What follows belongs to an exercise in optimizing a design on an open flow for small area and a short achievable clock period; a production flow would make more cautious choices. Function was checked by simulation only, so behaviour that the tests miss may differ from the original. The clock port is modelled as an ideal driver, which makes a skipped or thinned clock tree look cheaper than it is; a real chip needs a root buffer or a tree.

==> nickel <==
==> flow/design.v (excerpt) <==
module mult_top (
    input             clk,
    input      [31:0] mplier,
    input      [31:0] mcand,
    output     [63:0] product
);
Settings: LEC_CHECK=0, ABC_AREA=1, CAP_MARGIN=20, CORE_MARGIN=2, CORE_UTILIZATION=40, SLEW_MARGIN=20, SYNTH_HIERARCHICAL=1, SYNTH_MINIMUM_KEEP_SIZE=0; clock period 28.0 ns.
standard.sh (not shown) runs the stock make flow with config.mk's settings and CLKGATE_MAP_FILE= SYNTH_SCRIPT=/design/flow/synth_recipe.tcl, a recipe that flattens the netlist after the stock synthesis.
==> flow/flow/run.sh <==
#!/bin/bash
# Own layout flow: the standard flow (standard.sh) with the standard
# synthesis unchanged, then the layout steps with
#  - the buffers ABC inserted removed at floorplan (the resizer rebuffers),
#  - plain buffers (buf_2) on the ports,
#  - repair_timing aiming at a slack margin below the fixed clock period, so
#    that it sizes and buffers the multiplier's critical paths.
# The output of each make run is in make_*.log here; each step's log is in
# orfs/logs/.
set -euo pipefail
bash standard.sh synth > make_synth.log 2>&1
bash standard.sh \
  SETUP_SLACK_MARGIN=21.3 \
  REMOVE_ABC_BUFFERS=0 \
  "BUFFER_PORTS_ARGS=-buffer_cell sky130_fd_sc_hd__buf_2" SLEW_MARGIN=50 CAP_MARGIN=50 \
  finish > make_finish.log 2>&1
==> inputs of onyx, as changes to nickel <==
==> flow/flow/run.sh (replaced) <==
#!/bin/bash
# Own layout flow: the standard flow (standard.sh) with the standard
# synthesis unchanged, then the layout steps with
#  - plain buffers (buf_2) on the ports,
#  - a two-level balanced clock tree (flow/cts_own.tcl) in place of ORFS's CTS,
#  - repair_timing aiming at a slack margin below the fixed clock period, so
#    that it sizes and buffers the multiplier's critical paths.
# The output of each make run is in make_*.log here; each step's log is in
# orfs/logs/.
set -euo pipefail
export OWN_FLOW_DIR=$(pwd)/flow
bash standard.sh synth > make_synth.log 2>&1
bash standard.sh \
  SETUP_SLACK_MARGIN=21.5 \
  "BUFFER_PORTS_ARGS=-buffer_cell sky130_fd_sc_hd__buf_2" \
  PRE_CTS_TCL=$OWN_FLOW_DIR/cts_own.tcl \
  finish > make_finish.log 2>&1
==> flow/flow/cts_own.tcl (new file) <==
set own_l1 sky130_fd_sc_hd__clkbuf_8
set own_l2 sky130_fd_sc_hd__clkbuf_16
set db [ord::get_db]
set block [ord::get_db_block]
set clk_net [$block findNet clk]
set sinks {}
foreach it [$clk_net getITerms] {
  set inst [$it getInst]
  set bb [$inst getBBox]
  set x [expr {([$bb xMin] + [$bb xMax]) / 2}]
  set y [expr {([$bb yMin] + [$bb yMax]) / 2}]
  lappend sinks [list $it $x $y]
}
puts "own cts: [llength $sinks] clock sinks"

# split items (lists whose elements 1, 2 are x, y) into two halves of equal
# size along the longer side of their bounding box
proc own_halves {items} {
  set xs {}; set ys {}
  foreach s $items { lappend xs [lindex $s 1]; lappend ys [lindex $s 2] }
  set xs [lsort -integer $xs]; set ys [lsort -integer $ys]
  set idx [expr {([lindex $xs end] - [lindex $xs 0]) >= ([lindex $ys end] - [lindex $ys 0]) ? 1 : 2}]
  set sorted [lsort -integer -index $idx $items]
  set h [expr {[llength $sorted] / 2}]
  return [list [lrange $sorted 0 [expr {$h - 1}]] [lrange $sorted $h end]]
}
proc own_centroid {items} {
  set sx 0; set sy 0
  foreach s $items { incr sx [lindex $s 1]; incr sy [lindex $s 2] }
  return [list [expr {$sx / [llength $items]}] [expr {$sy / [llength $items]}]]
}
proc own_buffer {name master in_net cx cy} {
  set block [ord::get_db_block]
  set inst [odb::dbInst_create $block $master $name]
  set net [odb::dbNet_create $block "${name}_net"]
  $net setSigType CLOCK
  [$inst findITerm A] connect $in_net
  [$inst findITerm X] connect $net
  set m [$inst getMaster]
  $inst setLocation [expr {$cx - [$m getWidth] / 2}] [expr {$cy - [$m getHeight] / 2}]
  $inst setPlacementStatus PLACED
  return $net
}

set m1 [$db findMaster $own_l1]
set m2 [$db findMaster $own_l2]
set quarters {}
foreach h [own_halves $sinks] { foreach q [own_halves $h] { lappend quarters $q } }
set qi 0
foreach q $quarters {
  set eighths [own_halves $q]
  set leaves {}
  foreach e $eighths { lappend leaves [concat [own_centroid $e]] }
  # first-level buffer midway between its two second-level buffers
  set c1 [own_centroid [list [concat x [lindex $leaves 0]] [concat x [lindex $leaves 1]]]]
  set n1 [own_buffer "clkbuf_own_l1_$qi" $m1 $clk_net [lindex $c1 0] [lindex $c1 1]]
  set ei 0
  foreach e $eighths {
    set c2 [own_centroid $e]
    set n2 [own_buffer "clkbuf_own_l2_${qi}_$ei" $m2 $n1 [lindex $c2 0] [lindex $c2 1]]
    foreach s $e {
      set it [lindex $s 0]
      $it disconnect
      $it connect $n2
    }
    puts "own cts: clkbuf_own_l2_${qi}_$ei drives [llength $e] registers"
    incr ei
  }
  incr qi
}
set_propagated_clock [all_clocks]
rename clock_tree_synthesis own_unused_clock_tree_synthesis
proc clock_tree_synthesis {args} {
  puts "own cts: ORFS clock_tree_synthesis skipped, two-level tree built by flow/cts_own.tcl"
}
==> inputs of sierra, as changes to nickel <==
--- a/flow/flow/run.sh
+++ b/flow/flow/run.sh
@@ -13,4 +13,4 @@
   SETUP_SLACK_MARGIN=21.3 \
-  REMOVE_ABC_BUFFERS=0 \
-  "BUFFER_PORTS_ARGS=-buffer_cell sky130_fd_sc_hd__buf_2" SLEW_MARGIN=50 CAP_MARGIN=50 \
+  REMOVE_ABC_BUFFERS=1 \
+  "BUFFER_PORTS_ARGS=-buffer_cell sky130_fd_sc_hd__buf_2" \
   finish > make_finish.log 2>&1
--- a/flow/config.mk
+++ b/flow/config.mk
@@ -10,3 +10,3 @@
 export CORE_MARGIN = 2
-export CORE_UTILIZATION = 40
+export CORE_UTILIZATION = 60
 export SLEW_MARGIN = 20
==> notes.md <==
Core utilization, lowest first: nickel, onyx, sierra.
Against onyx, the wire length of nickel is lower by 0.81%.
Critical path depth is the same in sierra and nickel.
The highest via count belongs to onyx, the lowest to nickel.
In synthesized cell count, nickel and sierra do not differ.
Die area: sierra is lower than onyx (33%).
The lowest sequential share of layout area belongs to onyx, the highest to sierra.
The lowest cell count belongs to sierra, the highest to onyx.
The highest setup slack belongs to onyx, the lowest to sierra.
The clock cells of onyx come from the design's own scripts or RTL, not from TritonCTS.

==> afterwards: timing with drivers on the ports <==
How much do the figures lean on ideal ports? The routed layouts below were timed once more, with nothing changed but the port constraints. Step 1: set_driving_cell puts a clkbuf_16 on clk and a buf_2 on each other input, an assumption about the parent block. Step 2, shift: input delay + t, output delay - t, t = (earliest + latest rising clock arrival at the registers) / 2. This alone moves slack from input paths to output paths. a / b / c = no drivers / after step 1 / after step 2; a / b = the first two.
| run | t (ns) | setup slack, ns | hold WS [ns] | latest minus earliest clock arrival (ns) | worst slew at a driven data input, ns |
|---|---|---|---|---|---|
| nickel | 0.552 | 21.446 / 21.384 / 21.562 | 0.917 / 0.917 / 0.917 | 0.009 / 0.009 | 0.06 |
| onyx | 0.429 | 21.629 / 21.506 / 21.743 | 0.919 / 0.919 / 0.919 | 0.048 / 0.048 | 0.06 |
| sierra | 0.560 | 21.373 / 21.314 / 21.492 | 0.813 / 0.813 / 0.813 | 0.020 / 0.020 | 0.05 |
After both steps every run listed still meets setup and hold.
